This design comes from an exercise in tuning for small area on the open sky130 flow, not from production work. Where RTL was checked, it was by simulation tests only, not by an equivalence proof against the original. The flow treats the clock pin as an ideal source. Dropping or thinning the clock tree relies on that and would not hold on a real chip.

== north ==
==> flow/design.v <==
module fa(
  input  wire a, b, ci,
  output wire s, co
);
  assign s  = a ^ b ^ ci;
  assign co = (a & b) | (a & ci) | (b & ci);
endmodule
module ha(
  input  wire a, b,
  output wire s, co
);
  assign s  = a ^ b;
  assign co = a & b;
endmodule
module controlx(
  input  wire        clk,
  input  wire [31:0] inp1, inp2,
  output wire [31:0] out,
  output wire        underflow,
  output wire        overflow
);
  reg  [5:0]  cnt;
  reg         bq;       
  reg  [4:0]  yq;       
  reg  [24:0] acc;      
  reg  [22:0] mant;
  reg         nf;
  wire [63:0] bsel = {40'd0, 1'b1, inp2[22:0]};
  wire [23:0] ma   = {1'b1, inp1[22:0]};
  always @(posedge clk) begin
    cnt <= cnt + 6'd1;
    bq  <= bsel[cnt];
    yq  <= inp1[4:0] & {5{bsel[cnt]}};
    acc <= sum;
  end
  wire [23:0] x = acc[24:1];
  wire [23:0] y = {ma[23:5] & {19{bq}}, yq};
  wire [24:0] c;
  wire [24:0] sum;
  genvar i;
  ha u0 (.a(x[0]), .b(y[0]), .s(sum[0]), .co(c[1]));
  generate for (i = 1; i < 24; i = i + 1) begin : rc
    fa u (.a(x[i]), .b(y[i]), .ci(c[i]), .s(sum[i]), .co(c[i+1]));
  end endgenerate
  assign sum[24] = c[24];
  always @(posedge clk) begin
    if ((cnt == 6'd25 && !acc[24]) || (cnt == 6'd26 && acc[23])) begin
      mant <= acc[22:0];
      nf   <= cnt[1];
    end
  end
  wire [7:0] ea = inp1[30:23];
  wire [7:0] eb = inp2[30:23];
  wire [8:0] ec;
  wire [7:0] E;
  assign ec[0] = nf;
  generate for (i = 0; i < 8; i = i + 1) begin : ex
    fa u (.a(ea[i]), .b(eb[i]), .ci(ec[i]), .s(E[i]), .co(ec[i+1]));
  end endgenerate
  wire [7:0] ic;
  assign ic[0] = 1'b1;
  generate for (i = 0; i < 7; i = i + 1) begin : inc
    assign ic[i+1] = ic[i] & E[i];
  end endgenerate
  wire [7:0] e = (E ^ ic) ^ 8'h80;
  assign underflow = ~ec[8] & ~E[7] & (nf | ~ic[7]);
  assign overflow  = ec[8] & (E[7] | (~nf & ic[7]));
  assign out[31]    = inp1[31] ^ inp2[31];
  assign out[30:23] = underflow ? {6'd0, nf, ~nf} : e;
  assign out[22:0]  = mant;
endmodule
export LEC_CHECK = 0
export CAP_MARGIN = 20
export CORE_MARGIN = 2
export CORE_UTILIZATION = 75
export SETUP_SLACK_MARGIN = 0.1
export SLEW_MARGIN = 20
export SYNTH_HIERARCHICAL = 1
export SYNTH_MINIMUM_KEEP_SIZE = 0
create_clock -name core_clock -period 10.0 [get_ports {clk}]
standard.sh (not shown) runs the stock make flow with config.mk's settings and CLKGATE_MAP_FILE= SYNTH_SCRIPT=/design/flow/synth_recipe.tcl, a recipe that flattens the netlist after the stock synthesis.
==> flow/flow/run.sh <==
#!/bin/bash
# The standard layout, with the smallest buffer on the ports and a clock tree
# of clkbuf_4 cells without dummy loads.
set -euo pipefail
bash standard.sh \
  BUFFER_PORTS_ARGS="-buffer_cell sky130_fd_sc_hd__buf_1" \
  CTS_ARGS="-sink_clustering_enable -repair_clock_nets -dont_use_dummy_load -buf_list sky130_fd_sc_hd__clkbuf_4" \
  RECOVER_POWER=100 \
  finish > make.log 2>&1
### north -> south
--- a/flow/design.v
+++ b/flow/design.v
@@ -19,34 +19,44 @@
   output wire        underflow,
   output wire        overflow
 );
+  localparam integer K = 13;    
   reg  [5:0]  cnt;
   reg         bq;       
-  reg  [4:0]  yq;       
-  reg  [24:0] acc;      
+  reg         cs;       
+  reg  [25:0] acc;      
   reg  [22:0] mant;
   reg         nf;
   wire [63:0] bsel = {40'd0, 1'b1, inp2[22:0]};
   wire [23:0] ma   = {1'b1, inp1[22:0]};
+  wire [24:0] x = acc[25:1];
+  wire [24:0] y = {ma & {24{bq}}, 1'b0};
+  wire [25:0] c;
+  wire [25:0] sum;
+  wire        xs, cx;   
+  genvar i;
+  assign sum[0] = x[0];
+  ha u1 (.a(x[1]), .b(y[1]), .s(sum[1]), .co(c[2]));
+  ha uc (.a(x[K-1]), .b(cs), .s(xs), .co(cx));
+  generate for (i = 2; i < 25; i = i + 1) begin : rc
+    if (i == K - 1) begin : k1
+      fa u (.a(xs), .b(y[i]), .ci(c[i]), .s(sum[i]), .co(c[i+1]));
+    end else if (i == K) begin : k0
+      fa u (.a(x[i]), .b(y[i]), .ci(cx), .s(sum[i]), .co(c[i+1]));
+    end else begin : kn
+      fa u (.a(x[i]), .b(y[i]), .ci(c[i]), .s(sum[i]), .co(c[i+1]));
+    end
+  end endgenerate
+  assign sum[25] = c[25];
   always @(posedge clk) begin
     cnt <= cnt + 6'd1;
     bq  <= bsel[cnt];
-    yq  <= inp1[4:0] & {5{bsel[cnt]}};
+    cs  <= c[K];
     acc <= sum;
   end
-  wire [23:0] x = acc[24:1];
-  wire [23:0] y = {ma[23:5] & {19{bq}}, yq};
-  wire [24:0] c;
-  wire [24:0] sum;
-  genvar i;
-  ha u0 (.a(x[0]), .b(y[0]), .s(sum[0]), .co(c[1]));
-  generate for (i = 1; i < 24; i = i + 1) begin : rc
-    fa u (.a(x[i]), .b(y[i]), .ci(c[i]), .s(sum[i]), .co(c[i+1]));
-  end endgenerate
-  assign sum[24] = c[24];
   always @(posedge clk) begin
-    if ((cnt == 6'd25 && !acc[24]) || (cnt == 6'd26 && acc[23])) begin
+    if ((cnt == 6'd26 && !acc[24]) || (cnt == 6'd27 && acc[23])) begin
       mant <= acc[22:0];
-      nf   <= cnt[1];
+      nf   <= cnt[0];
     end
   end
   wire [7:0] ea = inp1[30:23];
- Wire length of the first global-routing pass (south over north): increase, 29%
- In south, the critical path data required time came out 2.26 ns below the value in north.
- Final max-slew violation count: higher on south
- register to register as the kind of critical path was reported by north, and input pin to primary output by south.
- Taking north as the reference, in south post-detailed-route wirelength per cell moved up, via count up 15%, number of instances in the synthesized netlist lost about 1.6%, final critical-path required period lower, clock skew increased 0.010 ns.
- Looking at adder-cell share of the synthesized area across south and north, the one that comes out higher is south.
- Although south finished all stages, its layout failed final checks on max-capacitance violations, max-slew violations.
- north ran to completion and came out clean on the timing, design-rule and antenna checks.
- Against north, south comes in about 40% lower on power.
- south against north: post-detailed-route DRC marker count level; growth of design area from synthesis to finish grew by 1.2 points.
- Compare south and north | placement row count higher: north
- Re max-capacitance violation count: north was lower than south.


lane 1:
controlx, a different RTL version from the one above (not shown whole).
Size: roughly 170 cells after synthesis, ~58 flip-flops, ~2700 µm² of cells after synthesis.
==> module aoi222, before the edit <==
module aoi222(
  input  wire a0, b0, a1, b1, a2, b2,
  output wire y
);
  assign y = ~((a0 & b0) | (a1 & b1) | (a2 & b2));
endmodule
==> module aoi221, before the edit <==
module aoi221(
  input  wire a0, b0, a1, b1, c,
  output wire y
);
  assign y = ~((a0 & b0) | (a1 & b1) | c);
endmodule
==> module controlx, before the edit <==
module controlx(
  input  wire        clk,
  input  wire [31:0] inp1, inp2,
  output wire [31:0] out,
  output wire        underflow,
  output wire        overflow
);
  localparam integer K = 13;    
  genvar i;
  reg  [5:0]  cnt;
  reg         bq;       
  reg         cs;       
  reg  [25:0] acc;      
  reg  [22:0] mant;
  reg         nf;
  wire [23:0] mb = {1'b1, inp2[22:0]};
  wire [2:0]  grp = {cnt[5:3] == 3'd2, cnt[5:3] == 3'd1, cnt[5:3] == 3'd0};
  wire [7:0]  col;      
  generate for (i = 0; i < 7; i = i + 1) begin : bs
    aoi222 u (.a0(grp[0]), .b0(mb[i]), .a1(grp[1]), .b1(mb[8+i]), .a2(grp[2]), .b2(mb[16+i]), .y(col[i]));
  end endgenerate
  aoi221 u7 (.a0(grp[0]), .b0(mb[7]), .a1(grp[1]), .b1(mb[15]), .c(grp[2]), .y(col[7]));   
  wire bnext = ~col[cnt[2:0]];
  wire [23:0] ma   = {1'b1, inp1[22:0]};
  wire [24:0] x = acc[25:1];
  wire [24:0] y = {ma & {24{bq}}, 1'b0};
  wire [25:0] c;
  wire [25:0] sum;
  wire        xs, cx;   
  assign sum[0] = x[0];
  ha u1 (.a(x[1]), .b(y[1]), .s(sum[1]), .co(c[2]));
  ha uc (.a(x[K-1]), .b(cs), .s(xs), .co(cx));
  generate for (i = 2; i < 25; i = i + 1) begin : rc
    if (i == K - 1) begin : k1
      fa u (.a(xs), .b(y[i]), .ci(c[i]), .s(sum[i]), .co(c[i+1]));
    end else if (i == K) begin : k0
      fa u (.a(x[i]), .b(y[i]), .ci(cx), .s(sum[i]), .co(c[i+1]));
    end else begin : kn
      fa u (.a(x[i]), .b(y[i]), .ci(c[i]), .s(sum[i]), .co(c[i+1]));
    end
  end endgenerate
  assign sum[25] = c[25];
  always @(posedge clk) begin
    cnt <= cnt + 6'd1;
    bq  <= bnext;
    cs  <= c[K];
    acc <= sum;
  end
  always @(posedge clk) begin
    if ((cnt == 6'd26 && !acc[24]) || (cnt == 6'd27 && acc[23])) begin
      mant <= acc[22:0];
      nf   <= cnt[0];
    end
  end
  wire [7:0] ea = inp1[30:23];
  wire [7:0] eb = inp2[30:23];
  wire [8:0] ec;
  wire [7:0] E;
  assign ec[0] = nf;
  generate for (i = 0; i < 8; i = i + 1) begin : ex
    fa u (.a(ea[i]), .b(eb[i]), .ci(ec[i]), .s(E[i]), .co(ec[i+1]));
  end endgenerate
  wire [7:0] ic;
  assign ic[0] = 1'b1;
  generate for (i = 0; i < 7; i = i + 1) begin : inc
    assign ic[i+1] = ic[i] & E[i];
  end endgenerate
  wire [7:0] e = (E ^ ic) ^ 8'h80;
  assign underflow = ~ec[8] & ~E[7] & (nf | ~ic[7]);
  assign overflow  = ec[8] & (E[7] | (~nf & ic[7]));
  assign out[31]    = inp1[31] ^ inp2[31];
  assign out[30:23] = underflow ? {6'd0, nf, ~nf} : e;
  assign out[22:0]  = mant;
endmodule
clock: 10.0 ns
lec_check: 0
cap_margin: 20
core_margin: 2
core_utilization: 75
setup_slack_margin: 0.1
slew_margin: 20
synth_hierarchical: 1
synth_minimum_keep_size: 0
==> flow/flow/run.sh <==
#!/bin/bash
# The standard layout, with the smallest buffer on the ports, a hand-built
# clock tree of two clkbuf_16 cells (flow/cts_hook.tcl), and power recovery (downsizing) after
# global routing followed by another slew/capacitance repair.
set -euo pipefail
bash standard.sh \
  BUFFER_PORTS_ARGS="-buffer_cell sky130_fd_sc_hd__buf_1" \
  PRE_CTS_TCL="$PWD/flow/cts_hook.tcl" \
  RECOVER_POWER=100 \
  PRE_GLOBAL_ROUTE_TCL="$PWD/flow/grt_hook.tcl" \
  finish > make.log 2>&1
Other scripts of this flow, unchanged in this note and not shown: flow/flow/cts_hook.tcl, flow/flow/grt_hook.tcl
Per the final summary, lane 1 finished and its layout is clean on timing, DRC and antenna.
> inputs changed (lane 1 -> lane 2)
-- flow/design.v --
<<< lane 1, line 13
  assign co = a & b;
endmodule
module aoi222(
  input  wire a0, b0, a1, b1, a2, b2,
  output wire y
);
  assign y = ~((a0 & b0) | (a1 & b1) | (a2 & b2));
endmodule
module aoi221(
  input  wire a0, b0, a1, b1, c,
  output wire y
);
  assign y = ~((a0 & b0) | (a1 & b1) | c);
endmodule
module controlx(
  input  wire        clk,
>>> lane 2, line 13
  assign co = a & b;
endmodule
module controlx(
  input  wire        clk,
<<< lane 1, line 33
);
  localparam integer K = 13;    
  genvar i;
  reg  [5:0]  cnt;
  reg         bq;       
>>> lane 2, line 21
);
  localparam integer K = 13;    
  reg  [5:0]  cnt;
  reg         bq;       
<<< lane 1, line 40
  reg  [22:0] mant;
  reg         nf;
  wire [23:0] mb = {1'b1, inp2[22:0]};
  wire [2:0]  grp = {cnt[5:3] == 3'd2, cnt[5:3] == 3'd1, cnt[5:3] == 3'd0};
  wire [7:0]  col;      
  generate for (i = 0; i < 7; i = i + 1) begin : bs
    aoi222 u (.a0(grp[0]), .b0(mb[i]), .a1(grp[1]), .b1(mb[8+i]), .a2(grp[2]), .b2(mb[16+i]), .y(col[i]));
  end endgenerate
  aoi221 u7 (.a0(grp[0]), .b0(mb[7]), .a1(grp[1]), .b1(mb[15]), .c(grp[2]), .y(col[7]));   
  wire bnext = ~col[cnt[2:0]];
  wire [23:0] ma   = {1'b1, inp1[22:0]};
  wire [24:0] x = acc[25:1];
>>> lane 2, line 27
  reg  [22:0] mant;
  reg         nf;
  wire [63:0] bsel = {40'd0, 1'b1, inp2[22:0]};
  wire [23:0] ma   = {1'b1, inp1[22:0]};
  wire [24:0] x = acc[25:1];
<<< lane 1, line 54
  wire [25:0] sum;
  wire        xs, cx;   
  assign sum[0] = x[0];
  ha u1 (.a(x[1]), .b(y[1]), .s(sum[1]), .co(c[2]));
>>> lane 2, line 34
  wire [25:0] sum;
  wire        xs, cx;   
  genvar i;
  assign sum[0] = x[0];
  ha u1 (.a(x[1]), .b(y[1]), .s(sum[1]), .co(c[2]));
<<< lane 1, line 69
  always @(posedge clk) begin
    cnt <= cnt + 6'd1;
    bq  <= bnext;
    cs  <= c[K];
    acc <= sum;
>>> lane 2, line 50
  always @(posedge clk) begin
    cnt <= cnt + 6'd1;
    bq  <= bsel[cnt];
    cs  <= c[K];
    acc <= sum;
## What came out
Lane 2 did not stop at any stage, and its layout met the timing, design-rule and antenna checks.
[compare] base=lane 1 new=lane 2: global-route total usage across every layer fell 0.79 points, post-layout minimum cycle time increased by 0.20 ns relative to the old numbers, delay of the slowest cell on the worst path down 0.08 ns, mux cell area share after synthesis went up by 2.3 points, final critical-path setup slack decreased by 0.20 ns relative to the old numbers.
Side by side, post-route clock period utilization turned out higher in lane 2 than in lane 1.
The RTL of lane 1 was laid out without a check of its function. In every run of this note, the design's own scripts or RTL, not TritonCTS, make the clock network.

## port drivers added, routing unchanged
Ports are ideal in the flow. The routed layouts listed here were re-timed in OpenROAD.
Step 1 sets driving cells, clkbuf_16 on the clock port and buf_2 on the other inputs (assumed; they add their load-dependent delay and slew).
Step 2 also shifts input and output timing later by t, the mid clock arrival at the registers, as if the neighbouring blocks saw the same clock.
Three values: ideal, step 1, step 2; two values: the first two.
| run | t (ns) | slack for setup (ns) | hold slack, ns | worst slew at a driven data input, ns | cell pins on the clock port's net |
|---|---|---|---|---|---|
| north | 0.404 | 0.171 / 0.171 / 0.171 | 0.461 / 0.461 / 0.461 | 0.06 | 1 |
| south | 0.403 | 0.939 / 0.918 / 0.918 | 0.370 / 0.370 / 0.370 | 0.08 | 1 |
| lane 1 | 0.207 | 1.381 / 1.358 / 1.358 | 0.383 / 0.383 / 0.383 | 0.05 | 2 |
| lane 2 | 0.207 | 1.180 / 1.159 / 1.159 | 0.369 / 0.369 / 0.369 | 0.06 | 2 |
For lane 1, which loses most, drivers alone change the setup slack by -0.023 ns; drivers and shift together by -0.023 ns.
